Context: an optimization exercise on an open-source flow, tuned for small area. The choices shown serve that exercise and are no tape-out recipe. Function was checked by simulation only, so behaviour that the tests miss may differ from the original. Power and IR drop assume default switching activity.

== job 9613 ==
==> flow/design.v (excerpt) <==
module pov
	(MemOE, MemWR, RamCS, FlashCS, QuadSpiFlashCS,
	ClkPort,
	BtnL, BtnU, BtnD, BtnR,
	BtnC,
	Sw7, Sw6, Sw5, Sw4, Sw3, Sw2, Sw1, Sw0,
	Ld2, Ld1, Ld0,
	JA1,
	JA2,
	JA3,
	JA4
	);
For scale: ~540 cells after synthesis, roughly 26 I/O pins, roughly 0.0050 mm² of cells after synthesis.
clock: 10.0 ns
lec_check: 0
cap_margin: 20
core_margin: 2
core_utilization: 40
cts_buf_list: sky130_fd_sc_hd__clkbuf_8
cts_cluster_diameter: 100
cts_cluster_size: 40
slew_margin: 20
run.sh (not shown) runs the stock make flow with config.mk's settings and CLKGATE_MAP_FILE= SYNTH_SCRIPT=/design/flow/synth_recipe.tcl, a recipe that flattens the netlist after the stock synthesis.
Relative to job 9613, the following input files were edited for job 3925:
==> flow/config.mk <==
export PLATFORM = sky130hd
export DESIGN_NAME = pov
export DESIGN_NICKNAME = pov
export VERILOG_FILES = /design/flow/design.v
export SDC_FILE = /design/flow/constraint.sdc
export NUM_CORES = 4
export LEC_CHECK = 0
export CAP_MARGIN = 20
export CORE_MARGIN = 2
export CORE_UTILIZATION = 60
export CTS_BUF_LIST = sky130_fd_sc_hd__clkbuf_4
export CTS_CLUSTER_DIAMETER = 100
export CTS_CLUSTER_SIZE = 20
export SLEW_MARGIN = 20
Notes after the runs:
Going from job 9613 to job 3925, routed length per placed instance rose by 9.3%, post-route cell area decreased by about 1.3% relative to the old numbers.
As far as number of antenna repair diodes goes, job 3925 and job 9613 are indistinguishable; the numbers are identical.
Looking only at fraction of area in registers, and setting everything else aside, the lower value of job 3925 and job 9613 goes to job 9613.
Net count of the finished layout essentially unchanged between job 3925 and job 9613.
[job 3925 vs job 9613] global-route usage: higher in job 3925
Going from job 9613 to job 3925, worst setup slack before clock tree synthesis shrinks by 0.50 ns.
Going from job 9613 to job 3925, worst setup slack fell 0.56 ns; global routing met2 resource utilization rose 12 points; first-iteration detailed-routing DRC count fell 18%.
For job 407, these inputs were changed with respect to job 3925:
==> flow/config.mk <==
export PLATFORM = sky130hd
export DESIGN_NAME = pov
export DESIGN_NICKNAME = pov
export VERILOG_FILES = /design/flow/design.v
export SDC_FILE = /design/flow/constraint.sdc
export NUM_CORES = 4
export LEC_CHECK = 0
export CAP_MARGIN = 20
export CORE_MARGIN = 2
export CORE_UTILIZATION = 40
export SLEW_MARGIN = 20
==> comparison <==
[compare] base=job 3925 new=job 407: layout overhead on the synthesized area rose by 3.4 points, power in combinational cells fell by about 2%, fraction of layout instances using a drive strength above 1 stayed essentially flat. Compared with job 3925, job 407 shows a overall power that is 5.6% higher. Job 407: internal portion of total power about 6.6% above job 3925. Relative to job 3925, final worst hold slack decreased by 0.015 ns in job 407. Compared to job 3925, the router laid down more metal wire for job 407. Part of the total power dissipated in sequential elements in job 407 is 2.1 points lower than in job 3925.

job 1009:
pov, a different RTL version from the one above (not shown whole).
For scale: about 460 cells after synthesis, roughly 57 flip-flops, roughly 26 I/O pins, roughly 0.0041 mm² of cells after synthesis.
clock: 10.0 ns
lec_check: 0
cap_margin: 20
core_margin: 2
core_utilization: 40
slew_margin: 20
standard.sh (not shown) runs the stock make flow with config.mk's settings and CLKGATE_MAP_FILE= SYNTH_SCRIPT=/design/flow/synth_recipe.tcl, a recipe that flattens the netlist after the stock synthesis.
==> flow/flow/run.sh <==
#!/bin/bash
set -euo pipefail
export ADDER_MAP_FILE=
export CTS_ARGS="-sink_clustering_enable -repair_clock_nets -dont_use_dummy_load -buf_list sky130_fd_sc_hd__clkbuf_8 -sink_clustering_size 30 -sink_clustering_max_diameter 100"
export BUFFER_PORTS_ARGS="-buffer_cell sky130_fd_sc_hd__buf_1"
bash standard.sh > standard.log 2>&1
Job 1009 completed; timing, DRC and antenna clean
### job 1009 -> job 3188
==> flow/flow/run.sh <==
#!/bin/bash
# The standard layout (standard.sh) with these changes:
#  - synthesis: synth_recipe.tcl unchanged, except that ABC maps the logic with
#    an area-oriented script (flow/abc_area.script) and adders are left to ABC
#    instead of being mapped to half/full-adder cells;
#  - CTS: small clock buffers (clkbuf_4) and no dummy loads;
#  - ports are buffered with buf_1.
# make's output goes to standard.log; each ORFS step writes its own log
# under orfs/logs.
set -euo pipefail
work=$(pwd)
script="$work/flow/abc_area.script"
{
  cat <<EOT
proc abc {args} {
  set i [lsearch -exact \$args -script]
  if {\$i >= 0} { lset args [expr {\$i + 1}] {$script} }
  yosys abc {*}\$args
}
EOT
  cat "$work/synth_recipe.tcl"
} > "$work/area_synth.tcl"
sed "s|SYNTH_SCRIPT=[^ ]*|SYNTH_SCRIPT=$work/area_synth.tcl|" "$work/standard.sh" > "$work/area_standard.sh"
grep -q "SYNTH_SCRIPT=$work/area_synth.tcl" "$work/area_standard.sh"
export ADDER_MAP_FILE=
export CTS_ARGS="-sink_clustering_enable -repair_clock_nets -dont_use_dummy_load -buf_list sky130_fd_sc_hd__clkbuf_4 -sink_clustering_size 20 -sink_clustering_max_diameter 100"
export BUFFER_PORTS_ARGS="-buffer_cell sky130_fd_sc_hd__buf_1"
bash "$work/area_standard.sh" > "$work/standard.log" 2>&1
==> flow/flow/abc_area.script (new file) <==
strash
balance
rewrite
refactor
balance
rewrite
rewrite -z
balance
refactor -z
rewrite -z
balance
dch -f
amap
topo
Job 3188 completed end to end with timing, DRC and antenna clean.
Going from job 1009 to job 3188, core area saw a decrease, number of unique standard cell types used by synthesis fell by 51%, endpoint required time on the critical path +2300 ps, multi-input combinational cell count decreased 15%, worst reg-to-reg setup slack shrank by 570 ps.
Global-route wire length before repair: job 3188 better than job 1009
Looking at final wirelength, job 3188 sits 13% lower than job 1009 does.
For job 3188, the worst setup path category was flip-flop to flip-flop, unlike job 1009, where it was flip-flop to primary output.
| design area | lower: job 3188 |
## Diff of input files: job 4296 against job 3188
==> flow/flow/run.sh <==
#!/bin/bash
set -euo pipefail
export ADDER_MAP_FILE=
export CTS_ARGS="-sink_clustering_enable -repair_clock_nets -dont_use_dummy_load -buf_list sky130_fd_sc_hd__clkbuf_4 -sink_clustering_size 20 -sink_clustering_max_diameter 100"
export BUFFER_PORTS_ARGS="-buffer_cell sky130_fd_sc_hd__buf_1"
bash standard.sh > standard.log 2>&1
removed: flow/flow/abc_area.script
Results
Job 3188 → job 4296: area after synthesis saw an increase, setup slack saw an increase. The power per cell area in job 3188 is 0.56 times that in job 4296. Sort job 4296 and job 3188 by area added between synthesis and finish desc -> top: job 3188. As far as clock tree buffer count of the final layout goes, job 3188 and job 4296 are indistinguishable; the numbers are identical.

## port drivers added, routing unchanged
In the flow no input, the clock included, has a driving cell. The finished layouts below were timed again as built, in two steps.
Step 1 assumes that a clkbuf_16 drives the clock port and a buf_2 every other input.
Step 2 moves the port delays by t, midway between the first and last clock arrival at a register: inputs arrive t later, outputs are due t later. That takes back most of the time a late clock gives input paths.
a / b / c = ideal / step 1 / step 2; a / b = the first two.
run	t (ns)	slack for setup (ns)	worst hold slack (ns)	latest minus earliest clock arrival (ns)	worst slew at a driven data input, ns
job 9613	0.387	5.233 / 5.233 / 5.233	0.437 / 0.437 / 0.437	0.013 / 0.012	0.03
job 3925	0.448	4.677 / 4.677 / 4.677	0.449 / 0.449 / 0.449	0.017 / 0.017	0.03
job 407	0.367	5.227 / 5.227 / 5.227	0.434 / 0.434 / 0.434	0.007 / 0.007	0.03
job 1009	0.360	6.258 / 6.224 / 6.585	0.438 / 0.438 / 0.438	0.022 / 0.021	0.03
job 3188	0.421	6.125 / 6.125 / 6.125	0.425 / 0.425 / 0.425	0.027 / 0.026	0.03
job 4296	0.411	6.193 / 6.161 / 6.573	0.441 / 0.441 / 0.441	0.036 / 0.037	0.03
After both steps setup and hold are still met in every run listed.
